From an optimization exercise on the open Yosys and OpenROAD flow, aimed at small area and a short achievable clock period; shortcuts taken in it are not production practice.
Function was checked by simulation only, so behaviour that the tests miss may differ from the original.
Power is estimated from default activity; no workload was simulated.

==> flow/design.v, too long to show whole: its modules and the start of the top module <==
// module top_32bit: 143 lines
// module opmux: 4 lines
// module ltcmp: 3 lines
// module mulfront: 757 lines
// module csaback: 101 lines
// module cpa32: 728 lines
// module nd2: 3 lines
// module nr2: 3 lines
// module xn2: 3 lines
// module iv: 3 lines
// module aoi21: 3 lines
// module oai21: 3 lines
// module benc: 5 lines
// module bsel: 3 lines
// module ao21: 3 lines
// module xo2: 3 lines
module top_32bit(
    input               clk,
    input               we,
    input               reset,
    input      [31:0]   data,
    input      [1:0]    p_sel,
    input      [31:0]   P0,
    input      [31:0]   P1,
    output     [31:0]   P0_out,
    output     [31:0]   P1_out,
    output     [31:0]   data_out
  );
  // ...
==> flow/run.sh <==
#!/bin/bash
# synth_recipe.tcl (not shown) runs the flow's synth.tcl, then flattens the netlist and writes it again
# the make line also repeats each setting of config.mk as NAME=value (left out here)
make -C /OpenROAD-flow-scripts/flow DESIGN_CONFIG=/design/flow/config.mk WORK_HOME=/design/flow/orfs CLKGATE_MAP_FILE= SYNTH_SCRIPT=/design/flow/synth_recipe.tcl finish
==> flow/config.mk <==
export PLATFORM = sky130hd
export DESIGN_NAME = top_32bit
export DESIGN_NICKNAME = top_32bit
export VERILOG_FILES = /design/flow/design.v
export SDC_FILE = /design/flow/constraint.sdc
export NUM_CORES = 4
export LEC_CHECK = 0
export CAP_MARGIN = 20
export CORE_MARGIN = 2
export CORE_UTILIZATION = 55
export SETUP_SLACK_MARGIN = 5
export SLEW_MARGIN = 20
export SYNTH_HIERARCHICAL = 1
==> flow/constraint.sdc <==
create_clock -name core_clock -period 12.0 [get_ports {clk}]
set_input_delay 2.4000 -clock core_clock [delete_from_list [all_inputs] [get_ports {clk}]]
set_output_delay 2.4000 -clock core_clock [all_outputs]
set_load 0.01 [all_outputs]
==> results list, run 1 <==
- Of the total power, registers draw 0.274.
* Row cnt: between 100 and 150
* Fraction of area in multi-input gates: 0.404
* Sum of buffers and inverters on the critical path: 2
- At the pin with the least slew margin, the transition time is 1.11 ns.
* Worst hold slack across all endpoints: 0.468 ns
* Final Net Count: 4124
* Final Worst Setup Slack: between 5 and 6 ns
- At the worst endpoint, the arrival time is 4.48 ns.
* Met1 Use GR: 0.445
- Routability congestion estimate from global placement: 0.965
- Largest area contributor in the synthesized netlist: edfxtp_1
- Capture point of the worst reg-to-reg path: mid[48]$_DFF_P_
- Reported clock group power: 2790 µW
- In this run the cell area of the synthesized design comes to around 44000 µm².
- The routed design uses about 70000 µm of met2 wire.
* Number of filler instances in the final layout: just over 6000
* Cell with the biggest individual delay on the critical path: clkdlybuf4s50_1
- The number of antenna diodes in the final layout is 0.
* Share of power burned in the clock network: 0.208
- Highest-utilization routing layer at the global route stage: met2
* Highest signal layer in the routed design: met4
* Sequential element share of the synthesized area: 0.496
* Relative slew slack: 0.260
- Leaving out the clock tree, the finished layout contains a buffer count of around 310.
- The initial antenna violation count came to 1.
- For hold timing, the worst endpoint is valid[3]$_DFFE_PP0P_.
* Flip-flop and latch share of the layout cell area: 0.435
- The detailed router put a total of 54000 µm of wire on met1.
* Crit path depth: 9
- Entering global routing, the biggest net connects 79 pins.
* Starting DRT DRC Count: 3372
* GR Layer Usage met2: 0.593
- After clock tree synthesis, the setup repair step added 9 buffers.
- Outcome: complete, no violations
- Yosys mapped a number of flops with a built-in enable equal to 576.
- Clock Latency Late Sink: 0.67 ns
* Total setup violations reported at the end of the flow: 0
- Xor/xnor share of the synthesized area: 0.0560
* Met3 routed WL: 13800 µm
* Switching component of the power: 5790 µW
==> module ltcmp, before the edit <==
module ltcmp(input [31:0] a, input [31:0] b, output lt);
  assign lt = a < b;
endmodule
==> run 2, diff against run 1 <==
--- a/flow/design.v
+++ b/flow/design.v
@@ -147,5 +147,2 @@
 endmodule
-module ltcmp(input [31:0] a, input [31:0] b, output lt);
-  assign lt = a < b;
-endmodule
 module mulfront(input [15:0] a, input [15:0] b, input is_mul, input [31:0] ox,
@@ -1754,2 +1751,258 @@
 endmodule
+module ltcmp(input [31:0] a, input [31:0] b, output lt);
+  wire [31:0] nb = ~b;
+  wire w1;
+  nd2 u_l1 (.a(a[0]), .b(nb[0]), .y(w1));
+  wire w2;
+  nr2 u_l2 (.a(a[0]), .b(nb[0]), .y(w2));
+  wire w3;
+  nd2 u_l3 (.a(a[1]), .b(nb[1]), .y(w3));
+  wire w4;
+  nr2 u_l4 (.a(a[1]), .b(nb[1]), .y(w4));
+  wire w5;
+  nd2 u_l5 (.a(a[2]), .b(nb[2]), .y(w5));
+  wire w6;
+  nr2 u_l6 (.a(a[2]), .b(nb[2]), .y(w6));
+  wire w7;
+  nd2 u_l7 (.a(a[3]), .b(nb[3]), .y(w7));
+  wire w8;
+  nr2 u_l8 (.a(a[3]), .b(nb[3]), .y(w8));
+  wire w9;
+  nd2 u_l9 (.a(a[4]), .b(nb[4]), .y(w9));
+  wire w10;
+  nr2 u_l10 (.a(a[4]), .b(nb[4]), .y(w10));
+  wire w11;
+  nd2 u_l11 (.a(a[5]), .b(nb[5]), .y(w11));
+  wire w12;
+  nr2 u_l12 (.a(a[5]), .b(nb[5]), .y(w12));
+  wire w13;
+  nd2 u_l13 (.a(a[6]), .b(nb[6]), .y(w13));
+  wire w14;
+  nr2 u_l14 (.a(a[6]), .b(nb[6]), .y(w14));
+  wire w15;
+  nd2 u_l15 (.a(a[7]), .b(nb[7]), .y(w15));
+  wire w16;
+  nr2 u_l16 (.a(a[7]), .b(nb[7]), .y(w16));
+  wire w17;
+  nd2 u_l17 (.a(a[8]), .b(nb[8]), .y(w17));
+  wire w18;
+  nr2 u_l18 (.a(a[8]), .b(nb[8]), .y(w18));
+  wire w19;
+  nd2 u_l19 (.a(a[9]), .b(nb[9]), .y(w19));
+  wire w20;
+  nr2 u_l20 (.a(a[9]), .b(nb[9]), .y(w20));
+  wire w21;
+  nd2 u_l21 (.a(a[10]), .b(nb[10]), .y(w21));
+  wire w22;
+  nr2 u_l22 (.a(a[10]), .b(nb[10]), .y(w22));
+  wire w23;
+  nd2 u_l23 (.a(a[11]), .b(nb[11]), .y(w23));
+  wire w24;
+  nr2 u_l24 (.a(a[11]), .b(nb[11]), .y(w24));
+  wire w25;
+  nd2 u_l25 (.a(a[12]), .b(nb[12]), .y(w25));
+  wire w26;
+  nr2 u_l26 (.a(a[12]), .b(nb[12]), .y(w26));
+  wire w27;
+  nd2 u_l27 (.a(a[13]), .b(nb[13]), .y(w27));
+  wire w28;
+  nr2 u_l28 (.a(a[13]), .b(nb[13]), .y(w28));
+  wire w29;
+  nd2 u_l29 (.a(a[14]), .b(nb[14]), .y(w29));
+  wire w30;
+  nr2 u_l30 (.a(a[14]), .b(nb[14]), .y(w30));
+  wire w31;
+  nd2 u_l31 (.a(a[15]), .b(nb[15]), .y(w31));
+  wire w32;
+  nr2 u_l32 (.a(a[15]), .b(nb[15]), .y(w32));
+  wire w33;
+  nd2 u_l33 (.a(a[16]), .b(nb[16]), .y(w33));
+  wire w34;
+  nr2 u_l34 (.a(a[16]), .b(nb[16]), .y(w34));
+  wire w35;
+  nd2 u_l35 (.a(a[17]), .b(nb[17]), .y(w35));
+  wire w36;
+  nr2 u_l36 (.a(a[17]), .b(nb[17]), .y(w36));
+  wire w37;
+  nd2 u_l37 (.a(a[18]), .b(nb[18]), .y(w37));
+  wire w38;
+  nr2 u_l38 (.a(a[18]), .b(nb[18]), .y(w38));
+  wire w39;
+  nd2 u_l39 (.a(a[19]), .b(nb[19]), .y(w39));
+  wire w40;
+  nr2 u_l40 (.a(a[19]), .b(nb[19]), .y(w40));
+  wire w41;
+  nd2 u_l41 (.a(a[20]), .b(nb[20]), .y(w41));
+  wire w42;
+  nr2 u_l42 (.a(a[20]), .b(nb[20]), .y(w42));
+  wire w43;
+  nd2 u_l43 (.a(a[21]), .b(nb[21]), .y(w43));
+  wire w44;
+  nr2 u_l44 (.a(a[21]), .b(nb[21]), .y(w44));
+  wire w45;
+  nd2 u_l45 (.a(a[22]), .b(nb[22]), .y(w45));
+  wire w46;
+  nr2 u_l46 (.a(a[22]), .b(nb[22]), .y(w46));
+  wire w47;
+  nd2 u_l47 (.a(a[23]), .b(nb[23]), .y(w47));
+  wire w48;
+  nr2 u_l48 (.a(a[23]), .b(nb[23]), .y(w48));
+  wire w49;
+  nd2 u_l49 (.a(a[24]), .b(nb[24]), .y(w49));
+  wire w50;
+  nr2 u_l50 (.a(a[24]), .b(nb[24]), .y(w50));
+  wire w51;
+  nd2 u_l51 (.a(a[25]), .b(nb[25]), .y(w51));
+  wire w52;
+  nr2 u_l52 (.a(a[25]), .b(nb[25]), .y(w52));
+  wire w53;
+  nd2 u_l53 (.a(a[26]), .b(nb[26]), .y(w53));
+  wire w54;
+  nr2 u_l54 (.a(a[26]), .b(nb[26]), .y(w54));
+  wire w55;
+  nd2 u_l55 (.a(a[27]), .b(nb[27]), .y(w55));
+  wire w56;
+  nr2 u_l56 (.a(a[27]), .b(nb[27]), .y(w56));
+  wire w57;
+  nd2 u_l57 (.a(a[28]), .b(nb[28]), .y(w57));
+  wire w58;
+  nr2 u_l58 (.a(a[28]), .b(nb[28]), .y(w58));
+  wire w59;
+  nd2 u_l59 (.a(a[29]), .b(nb[29]), .y(w59));
+  wire w60;
+  nr2 u_l60 (.a(a[29]), .b(nb[29]), .y(w60));
+  wire w61;
+  nd2 u_l61 (.a(a[30]), .b(nb[30]), .y(w61));
+  wire w62;
+  nr2 u_l62 (.a(a[30]), .b(nb[30]), .y(w62));
+  wire w63;
+  nd2 u_l63 (.a(a[31]), .b(nb[31]), .y(w63));
+  wire w64;
+  nr2 u_l64 (.a(a[31]), .b(nb[31]), .y(w64));
+  wire w65;
+  oai21 u_l65 (.a(w3), .b(w4), .c(w1), .y(w65));
+  wire w66;
+  nr2 u_l66 (.a(w4), .b(w2), .y(w66));
+  wire w67;
+  oai21 u_l67 (.a(w7), .b(w8), .c(w5), .y(w67));
+  wire w68;
+  nr2 u_l68 (.a(w8), .b(w6), .y(w68));
+  wire w69;
+  oai21 u_l69 (.a(w11), .b(w12), .c(w9), .y(w69));
+  wire w70;
+  nr2 u_l70 (.a(w12), .b(w10), .y(w70));
+  wire w71;
+  oai21 u_l71 (.a(w15), .b(w16), .c(w13), .y(w71));
+  wire w72;
+  nr2 u_l72 (.a(w16), .b(w14), .y(w72));
+  wire w73;
+  oai21 u_l73 (.a(w19), .b(w20), .c(w17), .y(w73));
+  wire w74;
+  nr2 u_l74 (.a(w20), .b(w18), .y(w74));
+  wire w75;
+  oai21 u_l75 (.a(w23), .b(w24), .c(w21), .y(w75));
+  wire w76;
+  nr2 u_l76 (.a(w24), .b(w22), .y(w76));
+  wire w77;
+  oai21 u_l77 (.a(w27), .b(w28), .c(w25), .y(w77));
+  wire w78;
+  nr2 u_l78 (.a(w28), .b(w26), .y(w78));
+  wire w79;
+  oai21 u_l79 (.a(w31), .b(w32), .c(w29), .y(w79));
+  wire w80;
+  nr2 u_l80 (.a(w32), .b(w30), .y(w80));
+  wire w81;
+  oai21 u_l81 (.a(w35), .b(w36), .c(w33), .y(w81));
+  wire w82;
+  nr2 u_l82 (.a(w36), .b(w34), .y(w82));
+  wire w83;
+  oai21 u_l83 (.a(w39), .b(w40), .c(w37), .y(w83));
+  wire w84;
+  nr2 u_l84 (.a(w40), .b(w38), .y(w84));
+  wire w85;
+  oai21 u_l85 (.a(w43), .b(w44), .c(w41), .y(w85));
+  wire w86;
+  nr2 u_l86 (.a(w44), .b(w42), .y(w86));
+  wire w87;
+  oai21 u_l87 (.a(w47), .b(w48), .c(w45), .y(w87));
+  wire w88;
+  nr2 u_l88 (.a(w48), .b(w46), .y(w88));
+  wire w89;
+  oai21 u_l89 (.a(w51), .b(w52), .c(w49), .y(w89));
+  wire w90;
+  nr2 u_l90 (.a(w52), .b(w50), .y(w90));
+  wire w91;
+  oai21 u_l91 (.a(w55), .b(w56), .c(w53), .y(w91));
+  wire w92;
+  nr2 u_l92 (.a(w56), .b(w54), .y(w92));
+  wire w93;
+  oai21 u_l93 (.a(w59), .b(w60), .c(w57), .y(w93));
+  wire w94;
+  nr2 u_l94 (.a(w60), .b(w58), .y(w94));
+  wire w95;
+  oai21 u_l95 (.a(w63), .b(w64), .c(w61), .y(w95));
+  wire w96;
+  nr2 u_l96 (.a(w64), .b(w62), .y(w96));
+  wire w97;
+  aoi21 u_l97 (.a(w67), .b(w68), .c(w65), .y(w97));
+  wire w98;
+  nd2 u_l98 (.a(w68), .b(w66), .y(w98));
+  wire w99;
+  aoi21 u_l99 (.a(w71), .b(w72), .c(w69), .y(w99));
+  wire w100;
+  nd2 u_l100 (.a(w72), .b(w70), .y(w100));
+  wire w101;
+  aoi21 u_l101 (.a(w75), .b(w76), .c(w73), .y(w101));
+  wire w102;
+  nd2 u_l102 (.a(w76), .b(w74), .y(w102));
+  wire w103;
+  aoi21 u_l103 (.a(w79), .b(w80), .c(w77), .y(w103));
+  wire w104;
+  nd2 u_l104 (.a(w80), .b(w78), .y(w104));
+  wire w105;
+  aoi21 u_l105 (.a(w83), .b(w84), .c(w81), .y(w105));
+  wire w106;
+  nd2 u_l106 (.a(w84), .b(w82), .y(w106));
+  wire w107;
+  aoi21 u_l107 (.a(w87), .b(w88), .c(w85), .y(w107));
+  wire w108;
+  nd2 u_l108 (.a(w88), .b(w86), .y(w108));
+  wire w109;
+  aoi21 u_l109 (.a(w91), .b(w92), .c(w89), .y(w109));
+  wire w110;
+  nd2 u_l110 (.a(w92), .b(w90), .y(w110));
+  wire w111;
+  aoi21 u_l111 (.a(w95), .b(w96), .c(w93), .y(w111));
+  wire w112;
+  nd2 u_l112 (.a(w96), .b(w94), .y(w112));
+  wire w113;
+  oai21 u_l113 (.a(w99), .b(w100), .c(w97), .y(w113));
+  wire w114;
+  nr2 u_l114 (.a(w100), .b(w98), .y(w114));
+  wire w115;
+  oai21 u_l115 (.a(w103), .b(w104), .c(w101), .y(w115));
+  wire w116;
+  nr2 u_l116 (.a(w104), .b(w102), .y(w116));
+  wire w117;
+  oai21 u_l117 (.a(w107), .b(w108), .c(w105), .y(w117));
+  wire w118;
+  nr2 u_l118 (.a(w108), .b(w106), .y(w118));
+  wire w119;
+  oai21 u_l119 (.a(w111), .b(w112), .c(w109), .y(w119));
+  wire w120;
+  nr2 u_l120 (.a(w112), .b(w110), .y(w120));
+  wire w121;
+  aoi21 u_l121 (.a(w115), .b(w116), .c(w113), .y(w121));
+  wire w122;
+  nd2 u_l122 (.a(w116), .b(w114), .y(w122));
+  wire w123;
+  aoi21 u_l123 (.a(w119), .b(w120), .c(w117), .y(w123));
+  wire w124;
+  nd2 u_l124 (.a(w120), .b(w118), .y(w124));
+  wire w125;
+  oai21 u_l125 (.a(w123), .b(w124), .c(w121), .y(w125));
+  wire w126;
+  nr2 u_l126 (.a(w124), .b(w122), .y(w126));
+  nr2 u_lo (.a(w125), .b(w126), .y(lt));
+endmodule
 module benc(input x2, input x1, input x0, output one, output two, output neg);
==> flow/flow/run.sh (new file) <==
#!/bin/bash
set -euo pipefail
bash standard.sh SETUP_SLACK_MARGIN=6.5 finish > layout_make.log 2>&1
==> flow/standard.sh (new file) <==
#!/bin/bash
# synth_recipe.tcl (not shown) runs the flow's synth.tcl, then flattens the netlist and writes it again
# the make line also repeats each setting of config.mk as NAME=value (left out here)
make -C /OpenROAD-flow-scripts/flow DESIGN_CONFIG=/design/flow/config.mk WORK_HOME=/design/flow/orfs CLKGATE_MAP_FILE= SYNTH_SCRIPT=/design/flow/synth_recipe.tcl "${@:-finish}"
--- a/flow/config.mk
+++ b/flow/config.mk
@@ -9,4 +9,3 @@
 export CORE_MARGIN = 2
-export CORE_UTILIZATION = 55
-export SETUP_SLACK_MARGIN = 5
+export CORE_UTILIZATION = 60
 export SLEW_MARGIN = 20
removed: flow/run.sh
==> results list, run 2 <==
* Port buffer count: about 180
- The worst path needs 5.65 ns of the cycle, external delays included.
* Top area cells in the synthesized netlist: edfxtp_1 40%, dfxtp_1 5.8%, a22oi_1 5.7%, fa_1 4.9%, dfrtp_1 4.3%
- Type of the setup path with the least slack: input pin to flip-flop
- The HPWL after detailed placement is 99800 µm.
- Die footprint: 74500 µm²
- Total instance count after detailed placement: 4643
- In the global route stage, overall resource usage came out at 0.422.
- The worst-skew pair later-pin latency is 0.67 ns (about the same).
- Data required time of the worst path: 12.52 ns
- Largest net degree at the start of global routing: 93 (+18%)
- The H-tree was split into 3 levels.
- The tree is rooted in a clkbuf_16.
- Measured on the finished design, the core utilization comes to 0.752.
- The via count of the first global-routing pass was about 34000.
* Number of filler instances in the final layout: 4553 (-25%)
- Commonest non-fill, non-tap cell in the layout: edfxtp_1
- Initial Util: 0.606
* Mean instance size in the synthesized netlist: 12.0 µm²
- The worst setup path is captured at a flip-flop.
* CTS Buf Count: 81
- Worst-margin pin slew: 1.18 ns (+0.0759 ns)
- Largest area contributor in the synthesized netlist: edfxtp_1
- Cell with the biggest individual delay on the critical path: fa_2
- Across the VDD grid, the largest voltage drop is around 280 µV.
- Mapped Cells: 3605
- In this run, synthesis produced a sequential element count of 777.
* Hold-fix buffer count after cts: 0
- P per Cell Area: 289 nW/µm²
- The first global-routing pass estimated ~230000 µm of wire.
- Non-filler instance count after layout: around 5000
* # IOs: 197
- The core region is 71600 µm².
- Dividing the final minimum period by the clock period gives 0.471.
- The flow ran to the end and the layout has no timing, DRC or antenna violations.
- Global routing finished with a remaining overflow of 0.
* Deepest clock path buffer count: 3
- DRC Markers: 0
- Relative slew slack: 0.209 (-0.0502)
- Post-synth ARST share: 0.0965
- For the final database, setup skew stands at between 0.05 and 0.06 ns.
- Vertical extent of the die: 273 µm
* Netlist Area Pre-Place: 43400 µm² (-0.64%)
- Clock tree from TritonCTS: done
- Ranked by flip-flop count, first place goes to mem.
- The max-slew violation total from the final report is 0.
* Final Net Count: 4332 (+5.0%)
- Initial antenna violation count: 10 (+9)
- The proportion of synthesized chip area in sequential cells was 0.500 (+0.00319).
- Row cnt: 98 (-4.9%)
* Drt total wl: 163000 µm
- Largest driver fanout on the critical path: 8
* Die X: 273 µm
- Sinks on Clock Net: 777
- Min-delay worst type: flip-flop to flip-flop
* Critical path startpoint category: input pin
- The number of enable flip-flop cells after synthesis was 576 (unchanged).
* Total power draw: 15600 µW
- The number of DRC markers in iteration 0 was 4940 (+47%).
- Most used cells in the layout excluding fill and tap cells: 576 x edfxtp_1, 327 x a22oi_1, 265 x buf_4
- The signal on the critical path passes through buf_12, a221o_2, buf_6, buf_12, a21oi_4, nand2_4, nand2b_4, o22ai_4, buf_6, a22oi_2, xnor2_2, fa_1, inv_2, fa_2, inv_2, fa_2, a21o_1.
- From synthesis to final layout, the design area changed by 24.1%.
- Area share of the largest cell type after synthesis: 0.398
* Largest register FFs: 384
* Clock transition at the registers of the reported paths: 0.07 ns
- The number of setup violations in the final report came to 0 (unchanged).
- Dividing the detail-routed wire length by the instance count gives approximately 32 µm.
- The analysis attributes to cell leakage a power of 0.0200 µW.
- Achievable clock frequency: 0.177 GHz
- Once layout is done, the placed cells without fillers occupy 53900 µm².
- Dominant synthesized flop cell: edfxtp_1
* RSZ-0062 raised after global routing: true
* Netlist cell types: 74
- Count leader, synth: edfxtp_1
* Fraction of layout instances using a drive strength above 1: 0.284
- Registers with the most flip-flops: mem (384), Rh (192), mid (94)
- After detailed placement, the total cell area comes to 46400 µm².
* Sum Neg Setup Slack: 0 ns
- The data arrival at the endpoint of the critical path came to 6.17 ns (+1.69 ns).
- After detailed routing, the number of vias per cell comes to ~6.8.
- The largest single stage delay on the critical path is ~0.57 ns.
- Post-route ant nets: 0
- Across the run, the number of max-cap violations was 0.
- Vias post-DR: 34600
- Leading cell types by count after synthesis: 576 x edfxtp_1, 332 x a22oi_1, 288 x nor2_1
- Area of the multi-input gates: between 20000 and 25000 µm²
* Final Hold Violating Endpoints: 0
- Routability congestion estimate from global placement: 1.02 (+6.2%)
- Area used by sequential logic in the layout: 21700 µm²
* Synth warn: 7
- DR pass1 iterations: 12
-- run 2: cell count changes in the layout (fill, tap and decap cells not counted), sizes merged, moves of 12 or more --
cell	change
buf	+206
clkdlybuf4s50	-31
dlygate4sd2	+12
ha	-31
mux2	+13
mux2i	-43
nand2	+41
nor2	+52
o21ai	+17
o22ai	-19
-- run 2: per-stage QoR --
| stage | setup slack [ns] | hold slack [ns] |
|---|---|---|
| after floorplan | 5.66 | 0.425 |
| final | 6.35 | 0.459 |
| after global routing | 6.32 | 0.481 |
| after CTS | 6.24 | 0.459 |
| after global placement | 4.44 | 0.446 |
| after detailed placement | 4.36 | 0.444 |
-- run 2: what timing repair did --
| action | CTS | global route |
|---|---|---|
| gates resized for setup | 374 | 203 |
| pin swaps | 92 | 116 |
| buffers inserted | 159 | 75 |
| cloned | 11 | 7 |
| setup endpoints to repair | 115 | 50 |
-- run 2: metal layers --
layer / share of wire / track usage
met5: 0.00048 / 0
met3: 0.11 / 0.0849
met1: 0.34 / 0.520
met4: 0.094 / 0.315
met2: 0.46 / 0.664
-- run 2: area by class of cell --
cell class,instances,share of cell area
repair inverters,1,0.0000929
repair buffers,521,0.0946
inverters,234,0.0164
well taps,950,0.0221
multi-input cells,2414,0.413
diodes,3,0.000139
clock inverters,43,0.0103
flip-flops and latches,777,0.403
clock buffers,109,0.0403
-- run 2: path summary, 6_finish.rpt --
check | start | endpoint | slack (ns) | depth (start not counted)
max reg2reg | mid[13]$_DFF_P_ | mid[51]$_DFF_P_ | 6.60 | 22
min | valid[3]$_DFFE_PP0P_ | valid[3]$_DFFE_PP0P_ | 0.46 | 2
min reg2reg | valid[3]$_DFFE_PP0P_ | valid[3]$_DFFE_PP0P_ | 0.46 | 2
min in group asynchronous | reset | a1[4]$_DFF_PP0_ | 2.28 | 3
max | p_sel[0] | mid[51]$_DFF_P_ | 6.35 | 17
max in group asynchronous | reset | R0[21]$_DFFE_PP0N_ | 8.36 | 4
-- run 2: Yosys stat by module (local to each module, per instance), excerpt --
module / cells inside / flops+latches / cell area, µm²
cpa32: 2 / 0 / 15.0
xo2: 1 / 0 / 8.76
ao21: 1 / 0 / 7.51
iv: 1 / 0 / 3.75
opmux: 105 / 0 / 603
top_32bit: 2184 / 777 / 32400
bsel: 2 / 0 / 21.3
csaback: 32 / 0 / 622
-- run 2: logic make-up (layout without fill, tap and decap cells) --
| logic type | after synthesis | count (layout) | share of synthesized area |
|---|---|---|---|
| compound gates | 992 | 992 | 0.178 |
| xor+xnor | 276 | 276 | 0.0560 |
| fa+ha+maj | 201 | 201 | 0.0764 |
| buf+inv | 464 | 908 | 0.0504 |
| flops | 777 | 777 | 0.500 |
| mux | 194 | 194 | 0.0683 |
| other cells | 1 | 51 | 0.0000864 |
| simple gates | 700 | 703 | 0.0717 |
-- run 2: critical path: cells and delay by family --
| kind | cells | cell delay, ns |
|---|---|---|
| AOI/OAI and AO/OA | 5 | 1.04 |
| adders and majority gates | 3 | 1.55 |
| and+or+nand+nor | 2 | 0.32 |
| xor gates and xnor gates | 1 | 0.18 |
| buffers and inverters | 6 | 0.65 |
-- run 2: where the power goes --
| part | internal, µW | total, µW | switching (µW) |
|---|---|---|---|
| clock | 1450 | 2570 | 1120 |
| combinational | 3760 | 9280 | 5520 |
| sequential | 3450 | 3710 | 261 |
| total | 8660 | 15600 | 6900 |
==> run 3, diff against run 2 <==
==> flow/flow/run.sh (replaced) <==
#!/bin/bash
set -euo pipefail
bash standard.sh SETUP_SLACK_MARGIN=7.5 finish > layout_make.log 2>&1
==> results list, run 3 <==
- Post-synth ARST share: 0.0965 (unchanged)
- Buffer cell driving the clock tree root: clkbuf_16
- Setup repair after global routing could not meet its margin everywhere.
- Most used cells in the layout excluding fill and tap cells: 576 x edfxtp_1, 317 x a22oi_1, 289 x buf_4
- The flow ran to the end and the layout has no timing, DRC or antenna violations.
- Registers with the most flip-flops: mem (384), Rh (192), mid (94)
- Std-Cell Core Area: 71600 µm² (unchanged)
* Initial Util: 0.606 (unchanged)
* Mapped Cells: 3605 (unchanged)
* Area share of the largest cell type after synthesis: 0.398 (unchanged)
- From synthesis to final layout, the design area changed by 28.7%.
* Netlist Area Pre-Place: 43400 µm² (unchanged)
* Finished Core Util: 0.780 (+0.0281)
* Drt total wl: 174000 µm (+6.5%)
- Vias post-DR: 36100 (+4.3%)
* Deepest clock path buffer count: 3 (unchanged)
* Sequential element share of the synthesized area: 0.500 (unchanged)
- The total of warnings raised by yosys is 7 (unchanged).
* FF+latch count, synth: 777 (unchanged)
- The floorplan row count was 98 (unchanged).
- The number of non-filler instances in the completed layout was 5150 (+1.9%).
* Worst slack after detailed placement: 4.19 ns (-0.174 ns)
* Largest net degree at the start of global routing: 87 (-6.5%)
- The number of enable flip-flop cells after synthesis was 576 (unchanged).
- TritonCTS built the clock tree.
- Dominant synthesized flop cell: edfxtp_1
* Top area cells in the synthesized netlist: edfxtp_1 40%, dfxtp_1 5.8%, a22oi_1 5.7%, fa_1 4.9%, dfrtp_1 4.3%
* Max Slew Vio Count: 0 (unchanged)
- The worst setup path is launched from an input pin.
* Residual overflow from global routing: 0 (unchanged)
* Data required time of the worst path: 12.56 ns (+0.04 ns)
- Top reg by flops: mem
- The number of flip-flops under the largest register name was 384 (unchanged).
- Internal cell power: 9250 µW (+6.8%)
- CTS Buf Count: 81 (unchanged)
- The path class of the tightest hold or removal check is flip-flop to flip-flop.
- The overall global routing resource usage came to 0.444 (+0.0220).
- The via count of the first global-routing pass came to 35300 (+4.3%).
* CTS H-Tree Depth: 3 (unchanged)
* Post-route fraction of the period consumed by the critical path: 0.492 (+0.0212)
- The switching power summed over all nets came to 7490 µW (+8.6%).
- Capturing element type of the critical path: flip-flop
* Final Hold Violating Endpoints: 0 (unchanged)
- P per Cell Area: 300 nW/µm² (+3.7%)
- The pin slew with the least headroom to its limit is 1.19 ns (+0.00654 ns).
- The largest total area in the synthesized netlist belongs to edfxtp_1.
- Clock transition at the registers of the reported paths: 0.06 ns (about the same)
- Routability congestion estimate from global placement: 1.03 (+0.66%)
- Largest driver fanout on the critical path: 32 (+24)
- Switching power as a share of total power: 0.448 (+0.00419)
- The die footprint came to 74500 µm² (unchanged).
- The detailed-router iteration count before antenna repair was 9 (-3).
- The leakage power was 0.0208 µW (+3.9%).
- The cell total after placement is 4643 (unchanged).
- The tightest hold margin came to 0.470 ns (+0.0109 ns).
* Count leader, synth: edfxtp_1
- The share of total power in the clock network was 0.159 (-0.006).
* Leading cell types by count after synthesis: 576 x edfxtp_1, 332 x a22oi_1, 288 x nor2_1
- The number of nets with antenna violations after routing came to 0 (unchanged).
- Vias per Instance: 7.01 (+2.3%)
* DRC Markers: 0 (unchanged)
- Initial antenna violation count: 9 (-1)
* Total setup violations reported at the end of the flow: 0 (unchanged)
- Relative slew slack: 0.205 (-0.00438)
* Type of the setup path with the least slack: input pin to flip-flop
- # IOs: 197 (unchanged)
- Clock Skews: 0.0624 ns (+0.00755 ns)
* Sum Neg Setup Slack: 0 ns (unchanged)
- The estimated wirelength of the detail-placed design was 99600 µm (-0.21%).
- Combinational group share of total power: 0.619 (+0.022)
* Fraction of power consumed by sequential logic: 0.222 (-0.016)
- The number of nets in the layout is 4433 (+2.3%).
- Time the worst path needs with I/O delays and setup: 5.90 ns (+0.254 ns)
- The wire length of the first global-routing pass is 238000 µm (+4.6%).
- Mean instance size in the synthesized netlist: 12.0 µm² (unchanged)
- The count of different cell masters after synthesis is 74 (unchanged).
- The data arrival at the endpoint of the critical path was 6.46 ns (+0.29 ns).
- The fraction of layout cells with a size suffix above 1 was 0.337 (+0.0524).
- The number of DRC markers in iteration 0 was 5595 (+13%).
- The wire length per cell is 33.8 µm (+4.5%).
- The chip width came to 273 µm (unchanged).
* Commonest non-fill, non-tap cell in the layout: edfxtp_1
- The final critical-path setup slack came to 6.10 ns (-0.254 ns).
- The worst-skew pair later-pin latency is 0.68 ns (about the same).
- The total number of clock tree sinks is 777 (unchanged).
* Number of filler instances in the final layout: 4136 (-9.2%)
* Port buffer count: 177 (unchanged)
- The number of max-cap violations was 0 (unchanged).
- Vertical extent of the die: 273 µm (unchanged)
- Peak supply drop: 317 µV (+14%)
* Achievable clock frequency: 0.169 GHz (-4.3%)
run 3: worst max-delay path, stage by stage:
cell and delay [ns]:
buf_2 0.24, buf_12 0.18, nor2b_2 0.05, clkbuf_8 0.29, a22oi_2 0.58, nand2_4 0.35, a22oi_2 0.36, xnor2_2 0.12
fa_2 0.58, inv_2 0.05, fa_2 0.56, inv_2 0.04, fa_2 0.51, a21o_1 0.12
run 3: kinds of logic (layout without fill, tap and decap cells):
family                     count (synthesis)  count (layout)  synth area share
AOI/OAI and AO/OA                        992             992             0.178
xor gates and xnor gates                 276             276            0.0560
adders and majority gates                201             201            0.0764
buffers and inverters                    464             997            0.0504
DFF                                      777             777             0.500
muxes                                    194             194            0.0683
other                                      1              50         0.0000864
and+or+nand+nor                          700             713            0.0717
run 3: final cells by class:
cell class / instances / area (µm²) / share of cell area
flip-flops and latches: 777 / 21700 / 0.389
repair inverters: 3 / 22.5 / 0.000403
clock inverters: 52 / 723 / 0.0129
diodes: 2 / 5.00 / 0.0000896
repair buffers: 610 / 6140 / 0.110
clock buffers: 98 / 2100 / 0.0376
inverters: 234 / 895 / 0.0160
well taps: 950 / 1190 / 0.0213
multi-input cells: 2424 / 23100 / 0.413
run 3: worst paths after layout:
kind | from | endpoint | slack [ns] | depth (start not counted)
worst min register to register | valid[3]$_DFFE_PP0P_ | valid[3]$_DFFE_PP0P_ | 0.47 | 2
worst min-delay path | valid[3]$_DFFE_PP0P_ | valid[3]$_DFFE_PP0P_ | 0.47 | 2
worst max register to register | mid[11]$_DFF_P_ | mid[63]$_DFF_P_ | 6.51 | 26
max in group asynchronous | reset | R0[9]$_DFFE_PP0N_ | 9.18 | 2
worst max-delay path | p_sel[0] | mid[51]$_DFF_P_ | 6.10 | 14
min in group asynchronous | reset | a1[2]$_DFF_PP0_ | 2.17 | 2
run 3: stage by stage:
stage,total power [µW],area [µm²]
final,16700,55900
after global routing,17200,55900
after CTS,15700,54600
after detailed placement,11000,46500
after global placement,10800,46500
after floorplan,8360,44200
run 3: power by group through the flow:
stage	sequential [µW]	combinational, µW	clock (µW)
floorplan	3640	4720	0
CTS	3700	9330	2660
detailed placement	3760	7270	0
global route	3740	10700	2760
global placement	3740	7060	0
finish	3720	10400	2650
run 3: per-module statistics from Yosys, one instance, submodules excluded, excerpt:
module / cells / times used
opmux: 105 / 2
ltcmp: 32 / 1
cpa32: 2 / 1
xn2: 1 / 22
ao21: 1 / 91
nr2: 1 / 136
nd2: 1 / 115
run 3: routing by layer:
layer | vias up | GRT usage | wire, µm
li1 | 14400 | - | -
met1 | 17700 | 0.543 | 57000
met2 | 3106 | 0.695 | 78000
met3 | 923 | 0.106 | 22000
met4 | 10 | 0.318 | 17100
met5 | - | 0 | 69
run 3: timing repair:
| action | in CTS | in global routing |
|---|---|---|
| pin swaps | 219 | 147 |
| hold buffers | 0 | 0 |
| gates cloned | 22 | 7 |
| endpoints found under the setup margin | 143 | 134 |
| gates resized for setup | 709 | 185 |
| setup buffers | 258 | 68 |
==> run 4, diff against run 3 <==
==> flow/flow/run.sh (replaced) <==
#!/bin/bash
# The standard layout (the standard.sh, standard synthesis included) with:
#  - a clock tree of smaller buffers, larger sink clusters and no dummy loads;
#  - port buffers of buf_2 cells.
# make's own output goes to layout_make.log; each ORFS step logs under orfs/logs.
set -euo pipefail
bash standard.sh SETUP_SLACK_MARGIN=6.5 \
  'CTS_ARGS=-sink_clustering_enable -repair_clock_nets -dont_use_dummy_load -buf_list {sky130_fd_sc_hd__clkbuf_4 sky130_fd_sc_hd__clkbuf_8} -sink_clustering_size 16' \
  'BUFFER_PORTS_ARGS=-buffer_cell sky130_fd_sc_hd__buf_2' \
  finish > layout_make.log 2>&1
==> results list, run 4 <==
* Wire length of the first global-routing pass: 219000 µm (-8.3%)
* Post-route ant nets: 0 (unchanged)
- The quantity of I/O buffers inserted on ports is 177 (unchanged).
- Total setup violations reported at the end of the flow: 0 (unchanged)
- After global routing, the most crowded layer is met2.
* Clock tree from TritonCTS: done
* Die X: 273 µm (unchanged)
* Largest area contributor in the synthesized netlist: edfxtp_1
- Number of filler instances in the final layout: 4924 (+19%)
- Drt total wl: 157000 µm (-10%)
- Dominant synthesized flop cell: edfxtp_1
- The estimated wirelength of the detail-placed design was 98800 µm (-0.77%).
* GR Layer Usage met2: 0.647 (-0.0481)
- Final Net Count: 4338 (-2.1%)
- Largest net degree at the start of global routing: 78 (-10%)
- Clock tree synthesis selected as its root buffer the cell clkbuf_8.
- The combined area of the multi-input logic cells came to 21900 µm² (-5.0%).
- The largest registers in the layout are mem (384), Rh (192), mid (94).
- Critical path arrival: 3.19 ns (-3.27 ns)
* Mean instance size in the synthesized netlist: 12.0 µm² (unchanged)
- Std-Cell Core Area: 71600 µm² (unchanged)
- The number of flip-flops under the largest register name is 384 (unchanged).
* Vertical extent of the die: 273 µm (unchanged)
- Achievable clock frequency: 0.179 GHz (+5.7%)
* Fraction of layout instances using a drive strength above 1: 0.307 (-0.0299)
* Deepest clock path buffer count: 3 (unchanged)
* Initial Util: 0.606 (unchanged)
- The aggregate global routing overflow is 0 (unchanged).
* Combined global-route utilization of all metal layers: 0.408 (-0.0366)
- By count the netlist is led by 576 x edfxtp_1, 332 x a22oi_1, 288 x nor2_1.
- The worst setup path is captured at a primary output.
* Routability congestion estimate from global placement: 1.02 (-0.86%)
* Row cnt: 98 (unchanged)
- Initial antenna violation count: 17 (+8)
- The sequential cell area is 21700 µm² (about the same).
- Die footprint: 74500 µm² (unchanged)
* Via count of the first global-routing pass: 33000 (-6.7%)
- Clock Latency Late Sink: 0.79 ns (+0.11 ns)
- Netlist Area Pre-Place: 43400 µm² (unchanged)
* Data required time of the worst path: 9.60 ns (-2.96 ns)
- The top-level port count is 197 (unchanged).
* Count leader, synth: edfxtp_1
* Vias post-DR: 33900 (-6.2%)
- Post-synth ARST share: 0.0965 (unchanged)
* Mapped Cells: 3605 (unchanged)
- The clock buffer count from CTS is 130 (+60%).
* Post-route fraction of the period consumed by the critical path: 0.466 (-0.0264)
- Top area cells in the synthesized netlist: edfxtp_1 40%, dfxtp_1 5.8%, a22oi_1 5.7%, fa_1 4.9%, dfrtp_1 4.3%
- Min-delay worst type: flip-flop to flip-flop
- Starting DRT DRC Count: 4744 (-15%)
- The run finished with no timing, DRC or antenna violations.
* Clock transition at the registers of the reported paths: 0.05 ns (about the same)
* Time the worst path needs with I/O delays and setup: 5.59 ns (-0.316 ns)
* Synth warn: 7 (unchanged)
- Commonest non-fill, non-tap cell in the layout: edfxtp_1
- The number of vias per cell after detailed routing is 6.78 (-3.2%).
* Netlist cell types: 74 (unchanged)
* Critical path startpoint category: flip-flop
- The pin slew with the least headroom to its limit is 1.17 ns (-0.0145 ns).
- The post-detailed-route DRC marker count is 0 (unchanged).
* Top reg by flops: mem
* Synthesis-to-layout area growth: 18.1%
* Final Hold Violating Endpoints: 0 (unchanged)
- Number of enable flip-flop cells after synthesis: 576 (unchanged)
* Sinks on Clock Net: 777 (unchanged)
- Setup repair after global routing could not meet its margin everywhere.
- Area share of the largest cell type after synthesis: 0.398 (unchanged)
- Clock Skews: 0.0829 ns (+0.0204 ns)
- Relative slew slack: 0.216 (+0.0107)
* Hold-fix buffer count after cts: 0 (unchanged)
- The highest fanout seen on the critical path came to 3 (-91%).
* CTS H-Tree Depth: 4 (+1)
- In the layout the commonest cells are 576 x edfxtp_1, 329 x a22oi_1, 248 x buf_4.
* Met1 Use GR: 0.502 (-0.0411)
- Type of the setup path with the least slack: flip-flop to primary output
* Sum Neg Setup Slack: 0 ns (unchanged)
* Routed length per instance: 31.4 µm (-7.1%)
- P per Cell Area: 277 nW/µm² (-7.6%)
* Peak supply drop: 297 µV (-6.4%)
- The leakage power is 0.0191 µW (-8.0%).
- The number of synthesized register bits is 777 (unchanged).
- The post-route core utilization was 0.716 (-0.0642).
* Max Cap Viol: 0 (unchanged)
- Max Slew Vio Count: 0 (unchanged)
- Sequential element share of the synthesized area: 0.500 (unchanged)
* DR pass1 iterations: 9 (unchanged)
- The met3 track demand over resource is 0.0889 (-0.0176).
==> run 4: cell count changes in the layout (fill, tap and decap cells not counted), moves of 35 or more <==
cell / change
buf_2: +163
buf_4: -41
buf_6: -90
clkbuf_16: -74
clkbuf_8: +128
clkdlybuf4s50_1: -141
fa_1: +35
fa_2: -35
nand2_1: +36
==> run 4: area by class of cell <==
cell class / instances / share of cell area
inverters: 234 / 0.0172
repair buffers: 477 / 0.0735
flip-flops and latches: 777 / 0.423
well taps: 950 / 0.0232
clock buffers: 130 / 0.0349
multi-input cells: 2416 / 0.428
diodes: 9 / 0.000439
==> run 4: critical path: stages, from the launching register on <==
cell	delay, ns
dfxtp_1	0.32
fa_2	0.67
nor2_4	0.09
nor2_4	0.16
nand2_2	0.13
nor2_2	0.23
nand2_1	0.10
o21ai_2	0.23
xor2_2	0.31
buf_2	0.21
==> run 4: report_power, final <==
part | total [µW] | internal (µW) | switching (µW)
Combinational | 8590 | 3300 | 5280
Sequential | 3710 | 3450 | 258
Clock | 1900 | 951 | 953
==> run 4: cells by family (layout without fill, tap and decap cells) <==
logic type,count (synthesis),in the layout,synth area share
other,1,57,0.0000864
buffers and inverters,464,841,0.0504
adders and majority gates,201,201,0.0764
DFF,777,777,0.500
xor gates and xnor gates,276,276,0.0560
muxes,194,194,0.0683
and+or+nand+nor,700,705,0.0717
AOI/OAI and AO/OA,992,992,0.178
==> run 4: path summary, 6_finish.rpt <==
path	startpoint	end	slack, ns	cells after the start
max	mid[22]$_DFF_P_	data_out[17]	6.41	9
min	valid[2]$_DFFE_PP0P_	valid[2]$_DFFE_PP0P_	0.47	2
min in group asynchronous	reset	valid[2]$_DFFE_PP0P_	1.77	2
max in group asynchronous	reset	a1[1]$_DFF_PP0_	8.77	3
min reg2reg	valid[2]$_DFFE_PP0P_	valid[2]$_DFFE_PP0P_	0.47	2
max reg2reg	mid[21]$_DFF_P_	mid[51]$_DFF_P_	6.84	20
==> run 4: through the flow <==
| stage | hold slack, ns | area, µm² | power, µW | worst slack [ns] | instances |
|---|---|---|---|---|---|
| after floorplan | 0.425 | 44000 | 8330 | 5.66 | 3652 |
| after global placement | 0.452 | 45500 | 10500 | 3.96 | 4641 |
| after detailed placement | 0.456 | 45500 | 10700 | 3.86 | 4642 |
| after CTS | 0.467 | 49400 | 13400 | 6.44 | 4899 |
| after global routing | 0.469 | 51300 | 14800 | 6.36 | 4984 |
| final | 0.471 | 51300 | 14200 | 6.41 | 4993 |
==> run 4: modules after synthesis (local to each module, per instance), a selection <==
module	flip-flops and latches	area, µm²	cells
top_32bit	777	32400	2184
mulfront	0	2410	234
csaback	0	622	32
bsel	0	21.3	2
aoi21	0	8.76	1
xo2	0	8.76	1
ao21	0	7.51	1
oai21	0	5.00	1
nd2	0	3.75	1
nr2	0	3.75	1
==> run 4: layer usage <==
layer  wire length (µm)  vias up  part of all wire
met5                124        -           0.00079
met4              13300       20             0.085
met3              16800      672              0.11
met2              72400     2363              0.46
met1              54200    16700              0.35
li1                   -    14100                 -
==> run 4: repair_timing <==
item / 4_1_cts / 5_1_grt
pin swaps: 54 / 67
setup buffers: 121 / 76
setup endpoints to repair: 107 / 61
cloned: 6 / 7
gates resized for setup: 193 / 225
==> run 5, diff against run 4 <==
--- a/flow/config.mk
+++ b/flow/config.mk
@@ -7,2 +7,3 @@
 export LEC_CHECK = 0
+export ABC_AREA = 1
 export CAP_MARGIN = 20
==> results list, run 5 <==
- Die X: 286 µm (+4.7%)
* Count leader, synth: nand2_1
- The highest fanout seen on the critical path came to 8 (+5).
- The upper clock frequency limit was 0.177 GHz (-0.86%).
* Registers with the most flip-flops: mem (384), Rh (192), mid (94)
- The final total negative setup slack was 0 ns (unchanged).
* Vias per Instance: 5.77 (-15%)
* P per Cell Area: 222 nW/µm² (-20%)
* Peak supply drop: 125 µV (-58%)
- The number of flip-flops under the largest register name is 384 (unchanged).
* Leading cell types by count after synthesis: 2366 x nand2_1, 1042 x inv_1, 576 x edfxtp_1
- From synthesis to final layout, the design area changed by 15.6%.
- Among the stages of the critical path, the cell type that occurs most often is nand2_1.
- The data arrival at the endpoint of the critical path is 6.32 ns (+3.13 ns).
- Top area cells in the synthesized netlist: edfxtp_1 36%, nand2_1 19%, inv_1 8.2%, dfxtp_1 5.3%, fa_1 4.5%
- Buffer cell driving the clock tree root: clkbuf_8
- The starting density of the core came to 0.605 (-0.00135).
* Worst path top cell family by delay: adder cells
- The number of max-cap violations is 0 (unchanged).
- Sequential element share of the synthesized area: 0.455 (-0.0442)
* Routability congestion estimate from global placement: 1.00 (-2.1%)
- The top-level port count was 197 (unchanged).
* Area share of the largest cell type after synthesis: 0.363 (-0.0353)
- Number of enable flip-flop cells after synthesis: 576 (unchanged)
- The fraction of layout cells with a size suffix above 1 was 0.167 (-0.140).
* Routed length per instance: 21.9 µm (-30%)
* DRC Markers: 0 (unchanged)
- Residual overflow from global routing: 0 (unchanged)
- CTS Buf Count: 134 (+3.1%)
* Combined global-route utilization of all metal layers: 0.395 (-0.0124)
- Relative slew slack: 0.231 (+0.0150)
* Clock Latency Late Sink: 0.84 ns (+0.05 ns)
- Time the worst path needs with I/O delays and setup: 5.64 ns (+0.0486 ns)
- The run finished with no timing, DRC or antenna violations.
- The total of warnings raised by yosys came to 7 (unchanged).
* Largest area contributor in the synthesized netlist: edfxtp_1
- The maximum number of pins on one net before global-route repair is 88 (+13%).
- Sum of net half-perimeters after detailed placement: 102000 µm (+3.0%)
- Cell with the biggest individual delay on the critical path: fa_2
- TritonCTS built the clock tree.
- Highest cell delay on the worst timing path: 0.56 ns (-0.11 ns)
- Dominant synthesized flop cell: edfxtp_1
- The final number of hold-violating endpoints was 0 (unchanged).
- Share of power burned in the clock network: 0.160 (+0.026)
- Critical Path Source: p_sel[1]
- The number of DRC markers in iteration 0 came to 4827 (+1.7%).
- The leakage power is 0.0248 µW (+30%).
- The number of nets in the layout came to 6815 (+57%).
* Cells along the critical path: buf_6, buf_12, buf_4, nor2_4, buf_4, a21oi_4, nand2_8, inv_1, nand3_4, nand2_8, nand2_1, nand3_1, nand2_1, fa_2, inv_1, fa_1, inv_1, fa_2, nand2_1, nand2_1
- Hold path startpoint: valid[2]$_DFFE_PP0P_
* Clock Skews: 0.111 ns (+0.0282 ns)
* Data required time of the worst path: 12.68 ns (+3.08 ns)
- The tightest hold margin is 0.453 ns (-0.0185 ns).
- The via count of the first global-routing pass came to 40500 (+23%).
* Vias post-DR: 43700 (+29%)
- Final Worst Setup Slack: 6.36 ns (-0.0486 ns)
* Combinational group share of total power: 0.555 (-0.050)
- The register with the most flip-flops in the final layout is mem.
- The level count of the clock H-tree came to 4 (unchanged).
- The number of instances in the synthesized netlist is 6163 (+71%).
- The worst hold path belongs to the class flip-flop to flip-flop.
- The minimum setup slack after placement was 4.44 ns (+0.574 ns).
- Sinks on Clock Net: 777 (unchanged)
- Vertical extent of the die: 286 µm (+4.7%)
- By startpoint and endpoint, the worst setup path is classified as input pin to flip-flop.
- The share of total power consumed by net switching came to 0.459 (+0.00127).
* Max Slew Vio Count: 0 (unchanged)
* Post-route fraction of the period consumed by the critical path: 0.470 (+0.00405)
* Commonest non-fill, non-tap cell in the layout: nand2_1
- The die footprint is 81700 µm² (+9.6%).
* Deepest clock path buffer count: 3 (unchanged)
- Worst-margin pin slew: 1.15 ns (-0.0242 ns)
* Critical path startpoint category: input pin
* Clock transition at the registers of the reported paths: 0.06 ns (about the same)
- Switching component of the power: 5600 µW (-14%)
- Most used cells in the layout excluding fill and tap cells: 2251 x nand2_1, 1005 x inv_1, 576 x edfxtp_1
- Internal cell power: 6600 µW (-14%)
- Initial antenna violation count: 11 (-6)
- Mean instance size in the synthesized netlist: 7.73 µm² (-36%)
* Port buffer count: 177 (unchanged)
- The worst setup path is captured at a flip-flop.
- The number of synthesized register bits was 777 (unchanged).
* Wire length of the first global-routing pass: 240000 µm (+10%)
- Post-route ant nets: 0 (unchanged)
- The floorplan row count is 103 (+5.1%).
- Total setup violations reported at the end of the flow: 0 (unchanged)
* Std-Cell Core Area: 78700 µm² (+10%)
- Fraction of power consumed by sequential logic: 0.285 (+0.024)
- Drt total wl: 166000 µm (+5.8%)
* Netlist Area Pre-Place: 47600 µm² (+9.7%)
- RSZ-0062 raised after global routing: true
* Sum of buffers and inverters on the critical path: 7 (+6)
- The async set-or-reset flop fraction in the synthesized netlist was 0.0965 (unchanged).
- The detailed-router iteration count before antenna repair was 7 (-2).
* Netlist cell types: 44 (-41%)
* FF-to-FF Start: mid[26]$_DFF_P_
run 5: cell type report:
| class | count | area (µm²) |
|---|---|---|
| Antenna cell | 7 | 17.5 |
| Tap cell | 1050 | 1310 |
| Clock buffer | 134 | 1840 |
| Sequential cell | 777 | 21700 |
| Fill cell | 6377 | 23700 |
| Timing Repair Buffer | 417 | 3140 |
| Multi-Input combinational cell | 4126 | 23000 |
| Inverter | 1057 | 4000 |
run 5: through the flow:
step                      cells  cell area, µm²   util  total power [µW]
after floorplan            6210           48300      -              7280
after global placement     7243           49500  0.629              8860
after detailed placement   7247           49600  0.630              9020
after CTS                  7501           53700  0.682             11500
after global routing       7563           55000  0.699             12900
final                      7568           55100  0.699             12200
run 5: final timing paths:
kind / endpoint / slack (ns) / cells after the start
min: valid[2]$_DFFE_PP0P_ / 0.45 / 1
min reg2reg: valid[2]$_DFFE_PP0P_ / 0.45 / 1
max in group asynchronous: R1[29]$_DFFE_PP0N_ / 8.96 / 3
max: mid[51]$_DFF_P_ / 6.36 / 20
min in group asynchronous: valid[2]$_DFFE_PP0P_ / 1.88 / 2
max reg2reg: mid[51]$_DFF_P_ / 6.75 / 31
run 5: kinds of logic (layout without fill, tap and decap cells):
logic type,count (synthesis),in the layout,synth area share
adders and majority gates,201,201,0.0696
AOI/OAI and AO/OA,770,770,0.103
DFF,777,777,0.455
buffers and inverters,1322,1608,0.115
other,1,55,0.0000787
and+or+nand+nor,3083,3098,0.255
xor gates and xnor gates,9,9,0.00165
run 5: power groups by stage:
stage / logic, µW / clock network (µW) / registers (µW)
2_1_floorplan: 3830 / 0 / 3450
3_3_place_gp: 5340 / 0 / 3520
3_5_place_dp: 5490 / 0 / 3520
4_1_cts: 6100 / 1970 / 3470
5_1_grt: 7330 / 2080 / 3500
6_report: 6770 / 1960 / 3480
run 5: what timing repair did:
action                     4_1_cts  5_1_grt
cloned                          19        1
setup buffers                  101       58
setup endpoints to repair       87       46
resized for setup              267      218
hold buffers                     0        0
pin swaps                       56       93
run 5: Yosys stat by module (local to each module, per instance), a selection:
module | flops+latches | area, µm²
xn2 | 0 | 18.8
aoi21 | 0 | 8.76
mulfront | 0 | 2470
xo2 | 0 | 18.8
bsel | 0 | 27.5
csaback | 0 | 633
ltcmp | 0 | 120
top_32bit | 777 | 33900
nr2 | 0 | 3.75
opmux | 0 | 843
iv | 0 | 3.75
benc | 0 | 41.3
nd2 | 0 | 3.75
oai21 | 0 | 5.00
run 5: worst register-to-register path, delay by kind of cell, from the launching register on:
kind / cells / cell delay [ns]
AND/OR/NAND/NOR: 17 / 1.57
flip-flops: 1 / 0.33
adder cells (fa/ha/maj): 4 / 2.22
AO/OA/AOI/OAI: 1 / 0.07
buffers and inverters: 9 / 0.96
run 5: metal layers:
metal	part of all wire	up-vias	wire [µm]	track usage
met5	0.00045	-	75	0
met4	0.079	10	13000	0.264
met3	0.11	664	18700	0.0867
met2	0.45	2627	75400	0.632
met1	0.35	20200	58700	0.483
li1	-	20200	-	-
==> run 6, diff against run 5 <==
--- a/flow/config.mk
+++ b/flow/config.mk
@@ -7,6 +7,5 @@
 export LEC_CHECK = 0
-export ABC_AREA = 1
 export CAP_MARGIN = 20
 export CORE_MARGIN = 2
-export CORE_UTILIZATION = 60
+export CORE_UTILIZATION = 70
 export SLEW_MARGIN = 20
==> results list, run 6 <==
* Cell with the biggest individual delay on the critical path: fa_1
- Number of filler instances in the final layout: 3043 (-52%)
- The number of instances in the synthesized netlist came to 3605 (-42%).
- The total of hold buffers inserted after clock tree synthesis was 0 (unchanged).
- The stage delay of the slowest cell on the critical path was 0.71 ns (+0.15 ns).
* Total power draw: 15000 µW (+23%)
- The number of setup violations in the final report was 0 (unchanged).
- The vertical die dimension came to 253 µm (-11%).
* Area of the multi-input gates: 21700 µm² (-5.7%)
- The area growth from synthesis to layout is 16.7%.
- Wire length of the first global-routing pass: 233000 µm (-3.0%)
- The clock buffer count from CTS came to 116 (-13%).
* Critical path startpoint category: input pin
* Port buffer count: 177 (unchanged)
- Sum of buffers and inverters on the critical path: 8 (+1)
- Max Slew Vio Count: 4 (+4)
* Min-delay worst type: flip-flop to flip-flop
* DRC Markers: 0 (unchanged)
* Synth warn: 7 (unchanged)
- The post-route minimum period is 6.26 ns (+0.625 ns).
- The sequential cell area is 21700 µm² (about the same).
- The fraction of layout cells with a size suffix above 1 is 0.299 (+0.132).
* Row cnt: 91 (-12%)
* DR pass1 iterations: 17 (+10)
* Sinks on Clock Net: 777 (unchanged)
- Relative slew slack: -0.108 (-0.339)
* Type of the setup path with the least slack: input pin to flip-flop
- The top cell type's share of synthesized area is 0.398 (+0.0353).
- The proportion of synthesized chip area in sequential cells was 0.500 (+0.0442).
* Registers with the most flip-flops: mem (384), Rh (192), mid (94)
* Routability congestion estimate from global placement: 1.07 (+6.7%)
- Post-route fraction of the period consumed by the critical path: 0.522 (+0.0520)
* Buffer cell driving the clock tree root: clkbuf_8
- Netlist Area Pre-Place: 43400 µm² (-8.9%)
* Worst hold slack across all endpoints: 0.468 ns (+0.0150 ns)
* Netlist cell types: 74 (+68%)
- The highest fanout seen on the critical path was 10 (+2).
- The worst-skew pair later-pin latency was 0.82 ns (-0.02 ns).
- P per Cell Area: 295 nW/µm² (+33%)
- The cell count of the worst reg-to-reg path was 24 (-23%).
- Layout Check Fails: max-capacitance violations, max-slew violations
- The die footprint came to 64000 µm² (-22%).
* CTS H-Tree Depth: 3 (-1)
* Flop-to-flop setup slack: 5.90 ns (-0.85 ns)
- TritonCTS built the clock tree.
* Hold path startpoint: valid[6]$_DFFE_PP0P_
- The wire length per cell is 37.5 µm (+71%).
- The estimated wirelength of the detail-placed design is 101000 µm (-1.2%).
* Sum Neg Setup Slack: 0 ns (unchanged)
- Std-Cell Core Area: 61500 µm² (-22%)
- Number of enable flip-flop cells after synthesis: 576 (unchanged)
- FF-to-FF Start: mid[20]$_DFF_P_
- By instance count, the leading cell after synthesis is edfxtp_1.
- Via count of the first global-routing pass: 35100 (-13%)
- Most used cells in the layout excluding fill and tap cells: 576 x edfxtp_1, 330 x a22oi_1, 225 x buf_4
- Clock transition at the registers of the reported paths: 0.07 ns (about the same)
- Residual overflow from global routing: 0 (unchanged)
* Achievable clock frequency: 0.160 GHz (-10%)
- Post-route ant nets: 0 (unchanged)
* RSZ-0062 raised after global routing: true
- The number of nets in the layout was 4305 (-37%).
* Mean instance size in the synthesized netlist: 12.0 µm² (+56%)
- Worst-margin pin slew: 1.66 ns (+0.509 ns)
- The overall global routing resource usage was 0.510 (+0.115).
- The starting density of the core was 0.706 (+0.101).
- Post-synth ARST share: 0.0965 (unchanged)
- Top area cells in the synthesized netlist: edfxtp_1 40%, dfxtp_1 5.8%, a22oi_1 5.7%, fa_1 4.9%, dfrtp_1 4.3%
- The number of max-cap violations is 1 (+1).
* Capture point of the worst reg-to-reg path: mid[36]$_DFF_P_
- FF+latch count, synth: 777 (unchanged)
* Cells along the critical path: buf_16, a221o_2, buf_12, a21oi_4, nand2_8, nand2b_4, o22ai_4, clkbuf_16, buf_12, buf_4, buf_4, a22oi_2, xnor2_1, fa_1, inv_1, fa_1, inv_1, ha_1, a21o_1
- Number of cells traversed by the worst hold path: 1 (unchanged)
* Initial antenna violation count: 31 (+20)
* # IOs: 197 (unchanged)
- Largest register FFs: 384 (unchanged)
* Final Hold Violating Endpoints: 0 (unchanged)
* Vias per Instance: 7.81 (+35%)
- The commonest cells after synthesis are 576 x edfxtp_1, 332 x a22oi_1, 288 x nor2_1.
- The maximum clock path buffer count was 3 (unchanged).
* Critical path arrival: 6.97 ns (+0.65 ns)
- Peak supply drop: 240 µV (+92%)
* Worst path top cell family by delay: adder cells
- Summed over all instances, the cell type with the most area after synthesis is edfxtp_1.
* Clock Skews: 0.167 ns (+0.0556 ns)
* Die X: 253 µm (-11%)
- The maximum number of pins on one net before global-route repair is 92 (+4.5%).
- Dominant synthesized flop cell: edfxtp_1
- The worst path required time is 12.71 ns (+0.03 ns).
- The leakage power came to 0.0189 µW (-24%).
- The final wirelength is 180000 µm (+8.7%).
- Outcome: finished with violations
* Capturing element type of the critical path: flip-flop
- Hold-critical path endpoint: valid[6]$_DFFE_PP0P_
- Commonest non-fill, non-tap cell in the layout: edfxtp_1
- Ranked by flip-flop count, first place goes to mem.
- Vias post-DR: 37500 (-14%)
- Starting DRT DRC Count: 7677 (+59%)
[run 6: cell count changes after synthesis, moves of 137 or more]
cell | before | now
o21ai_0 | 222 | 43
xnor2_1 | 0 | 195
inv_1 | 1042 | 231
nand2_1 | 2366 | 236
nand3_1 | 271 | 9
a22oi_1 | 1 | 332
a22oi_2 | 0 | 137
[run 6: repair_timing]
action,4_1_cts,5_1_grt
endpoints found under the setup margin,95,67
setup buffers,112,78
gates resized for setup,220,171
pin swaps,53,76
gates cloned,5,8
[run 6: worst max-delay path by stage]
stage                    start               to  slack, ns  cells past startpoint
5_1_grt               p_sel[1]  mid[36]$_DFF_P_       5.84                     19
6_report              p_sel[1]  mid[36]$_DFF_P_       5.74                     19
3_5_place_dp          p_sel[1]  mid[48]$_DFF_P_       4.43                     14
3_3_place_gp          p_sel[1]  mid[48]$_DFF_P_       4.52                     14
2_1_floorplan         p_sel[0]  mid[48]$_DFF_P_       5.66                     15
4_1_cts        mid[18]$_DFF_P_     data_out[30]       6.42                      9
[run 6: kinds of logic after synthesis]
group,count (synthesis),synth area share
buf+inv,464,0.0504
flops,777,0.500
mux,194,0.0683
other cells,1,0.0000864
fa+ha+maj,201,0.0764
xor+xnor,276,0.0560
compound gates,992,0.178
simple gates,700,0.0717
[run 6: stage by stage]
step           cell area, µm²  utilization  worst slack (ns)  instances
6_report                50700        0.824              5.74       4807
5_1_grt                 50700        0.824              5.84       4795
4_1_cts                 49000        0.796              6.42       4704
3_5_place_dp            45200        0.735              4.43       4471
3_3_place_gp            45200        0.735              4.52       4470
2_1_floorplan           44000            -              5.66       3652
[run 6: worst register-to-register path, delay by kind of cell (launching register included)]
| family | cells | cell delay (ns) |
|---|---|---|
| flops | 1 | 0.39 |
| buf+inv | 8 | 1.17 |
| xor+xnor | 2 | 0.67 |
| simple gates | 3 | 0.60 |
| fa+ha+maj | 4 | 1.96 |
| compound gates | 7 | 1.21 |
[run 6: routing by layer]
| layer | vias up | global-route usage | share of wire |
|---|---|---|---|
| met3 | 1559 | 0.180 | 0.17 |
| met5 | - | 0 | 0.0021 |
| met1 | 17400 | 0.618 | 0.29 |
| met2 | 4475 | 0.752 | 0.41 |
| li1 | 14000 | - | - |
| met4 | 32 | 0.386 | 0.12 |
[run 6: cell type report]
class / count / share of cell area
Multi-Input combinational cell: 2413 / 0.429
Sequential cell: 777 / 0.428
Timing Repair Buffer: 461 / 0.0737
Clock buffer: 116 / 0.0315
Tap cell: 790 / 0.0195
Inverter: 234 / 0.0174
Antenna cell: 16 / 0.000790
[run 6: power breakdown]
part	total (µW)	switching, µW	internal (µW)
sequential	3720	275	3450
combinational	9390	5990	3400
clock	1850	1000	846
total	15000	7260	7700
[run 6: Yosys stat by module (local to each module, per instance), a selection]
| module | copies in the design | cell area (µm²) | flops+latches | cells |
|---|---|---|---|---|
| nr2 | 136 | 3.75 | 0 | 1 |
| bsel | 136 | 21.3 | 0 | 2 |
| aoi21 | 62 | 8.76 | 0 | 1 |
| mulfront | 1 | 2410 | 0 | 234 |
| ltcmp | 1 | 120 | 0 | 32 |
| csaback | 1 | 622 | 0 | 32 |
| iv | 8 | 3.75 | 0 | 1 |
==> run 7, diff against run 6 <==
--- a/flow/config.mk
+++ b/flow/config.mk
@@ -9,3 +9,3 @@
 export CORE_MARGIN = 2
-export CORE_UTILIZATION = 70
+export CORE_UTILIZATION = 65
 export SLEW_MARGIN = 20
==> results list, run 7 <==
- Sinks on Clock Net: 777 (unchanged)
* Wire length of the first global-routing pass: 221000 µm (-5.3%)
- The worst path required time came to 12.62 ns (-0.09 ns).
* Worst slack after detailed placement: 4.08 ns (-0.353 ns)
- Vias per Instance: 7.13 (-8.6%)
- The starting density of the core was 0.658 (-0.0481).
- Post-synth ARST share: 0.0965 (unchanged)
- Type of the setup path with the least slack: input pin to flip-flop
- The number of nets with antenna violations after routing is 0 (unchanged).
- Number of cells traversed by the worst hold path: 2 (+1)
* Routed length per instance: 32.3 µm (-14%)
- Synth warn: 7 (unchanged)
- Summed over all instances, the cell type with the most area after synthesis is edfxtp_1.
- Traced cell by cell, the critical path runs through buf_12, buf_12, a221o_2, buf_16, a21oi_4, nand2_8, xor2_4, a22oi_2, xnor2_2, fa_2, inv_1, fa_2, inv_2, fa_2, fa_2, a21o_1.
- CTS H-Tree Depth: 4 (+1)
- The chip width came to 262 µm (+3.7%).
- The final wirelength is 158000 µm (-12%).
- Worst-margin pin slew: 1.23 ns (-0.426 ns)
- Vertical extent of the die: 262 µm (+3.7%)
* DRC Markers: 0 (unchanged)
- Final Hold Violating Endpoints: 0 (unchanged)
- Sum of net half-perimeters after detailed placement: 99000 µm (-1.5%)
* Deepest clock path buffer count: 3 (unchanged)
- Starting DRT DRC Count: 5324 (-31%)
- On the critical path, the stage with the largest delay is an instance of fa_2.
- The run finished with no timing, DRC or antenna violations.
- The total of hold buffers inserted after clock tree synthesis was 0 (unchanged).
- Mapped Cells: 3605 (unchanged)
- The highest fanout seen on the critical path was 8 (-2).
- The number of synthesized register bits came to 777 (unchanged).
- The die footprint was 68900 µm² (+7.6%).
- The final critical-path setup slack is 6.31 ns (+0.572 ns).
- Area share of the largest cell type after synthesis: 0.398 (unchanged)
- The quantity of I/O buffers inserted on ports is 177 (unchanged).
- # IOs: 197 (unchanged)
- Ranked by flip-flop count, first place goes to mem.
* Residual overflow from global routing: 0 (unchanged)
- Relative to the synthesized area, the layout overhead comes to 18.1%.
- Relative slew slack: 0.178 (+0.286)
- The initial antenna violation count was 14 (-55%).
* Clock Skews: 0.0996 ns (-0.0670 ns)
* Achievable clock frequency: 0.176 GHz (+10%)
- Leading cell types by count after synthesis: 576 x edfxtp_1, 332 x a22oi_1, 288 x nor2_1
- The largest registers in the layout are mem (384), Rh (192), mid (94).
- Commonest non-fill, non-tap cell in the layout: edfxtp_1
* Clock Latency Late Sink: 0.81 ns (about the same)
* Number of enable flip-flop cells after synthesis: 576 (unchanged)
- The number of setup violations in the final report came to 0 (unchanged).
- Most used cells in the layout excluding fill and tap cells: 576 x edfxtp_1, 329 x a22oi_1, 252 x buf_4
- Finished Core Util: 0.777 (-0.0473)
* Mean instance size in the synthesized netlist: 12.0 µm² (unchanged)
- The count of different cell masters after synthesis came to 74 (unchanged).
- TritonCTS built the clock tree.
* Min-delay worst type: flip-flop to flip-flop
* Reg2reg path depth: 23 (-4.2%)
* Final Net Count: 4339 (+0.79%)
- The overall global routing resource usage is 0.439 (-0.0705).
- Clock transition at the registers of the reported paths: 0.05 ns (-0.02 ns)
- Time the worst path needs with I/O delays and setup: 5.69 ns (-0.572 ns)
- Largest register FFs: 384 (unchanged)
* Sequential element share of the synthesized area: 0.500 (unchanged)
- Among all cell types in the netlist, the one instantiated most often is edfxtp_1.
- The max-slew violation total from the final report was 0 (-4).
* Fraction of layout instances using a drive strength above 1: 0.317 (+0.0181)
* Critical path startpoint category: input pin
- The maximum number of pins on one net before global-route repair was 93 (+1.1%).
- Top area cells in the synthesized netlist: edfxtp_1 40%, dfxtp_1 5.8%, a22oi_1 5.7%, fa_1 4.9%, dfrtp_1 4.3%
- The placer's final routability congestion estimate is 1.03 (-4.1%).
* RSZ-0062 raised after global routing: true
- Row cnt: 94 (+3.3%)
- The detailed-router iteration count before antenna repair came to 10 (-7).
[run 7: cell counts after synthesis]
No cell type changed its count.
[run 7: where the power goes]
group | switching, µW | internal [µW]
sequential | 257 | 3450
combinational | 5510 | 3420
clock | 962 | 952
total | 6730 | 7820
[run 7: Yosys stat by module (local to each module, per instance), excerpt]
module | area (µm²) | times used | cells | flops+latches
ao21 | 7.51 | 91 | 1 | 0
bsel | 21.3 | 136 | 2 | 0
xo2 | 8.76 | 72 | 1 | 0
cpa32 | 15.0 | 1 | 2 | 0
aoi21 | 8.76 | 62 | 1 | 0
csaback | 622 | 1 | 32 | 0
top_32bit | 32400 | 1 | 2184 | 777
opmux | 603 | 2 | 105 | 0
oai21 | 5.00 | 93 | 1 | 0
nr2 | 3.75 | 136 | 1 | 0
benc | 38.8 | 8 | 5 | 0
xn2 | 8.76 | 22 | 1 | 0
mulfront | 2410 | 1 | 234 | 0
ltcmp | 120 | 1 | 32 | 0
[run 7: cells by family after synthesis]
kind of cell	share of synthesized area
and+or+nand+nor	0.0717
adders and majority gates	0.0764
other	0.0000864
buffers and inverters	0.0504
AOI/OAI and AO/OA	0.178
DFF	0.500
muxes	0.0683
xor gates and xnor gates	0.0560
[run 7: repair_timing]
action | 4_1_cts | 5_1_grt
gates cloned | 8 | 5
setup endpoints to repair | 106 | 68
hold endpoints to repair | 0 | 0
setup buffers | 123 | 79
resized for setup | 221 | 227
pin swaps | 68 | 118
[run 7: per-layer routing]
metal | track usage | wire, µm
met4 | 0.317 | 15000
met3 | 0.115 | 20200
met5 | 0 | 96
met2 | 0.685 | 71200
met1 | 0.534 | 51900
[run 7: final timing paths]
check,from,endpoint,slack (ns)
max,p_sel[0],mid[48]$_DFF_P_,6.31
min in group asynchronous,reset,R0[11]$_DFFE_PP0N_,1.95
max in group asynchronous,reset,R1[0]$_DFFE_PP0N_,8.92
min,valid[3]$_DFFE_PP0P_,valid[3]$_DFFE_PP0P_,0.47
min reg2reg,valid[3]$_DFFE_PP0P_,valid[3]$_DFFE_PP0P_,0.47
max reg2reg,mid[6]$_DFF_P_,mid[57]$_DFF_P_,6.78
[run 7: stage by stage]
step / area [µm²] / cells
2_1_floorplan: 44000 / 3652
5_1_grt: 51300 / 4900
6_report: 51300 / 4905
4_1_cts: 49500 / 4814
3_3_place_gp: 45300 / 4551
3_5_place_dp: 45400 / 4553
[run 7: final cells by class]
type	instances	area (µm²)
diodes	6	15.0
well taps	864	1080
inverters	234	883
repair buffers	480	3800
flip-flops and latches	777	21700
clock buffers	130	1790
multi-input cells	2414	22000
fillers	3988	14700
[run 7: critical path, delay by kind of cell]
family                     cells  cell delay, ns
and+or+nand+nor                1            0.13
adders and majority gates      4            1.57
buffers and inverters          5            0.57
AOI/OAI and AO/OA              4            1.01
xor gates and xnor gates       2            0.61

Check on run 7: ideal ports give 6.312 ns setup slack; a clkbuf_16 on the clock port and buf_2 on the inputs give 6.247 ns; moving port delays by the midpoint clock arrival (0.825 ns) as well gives 5.422 ns.
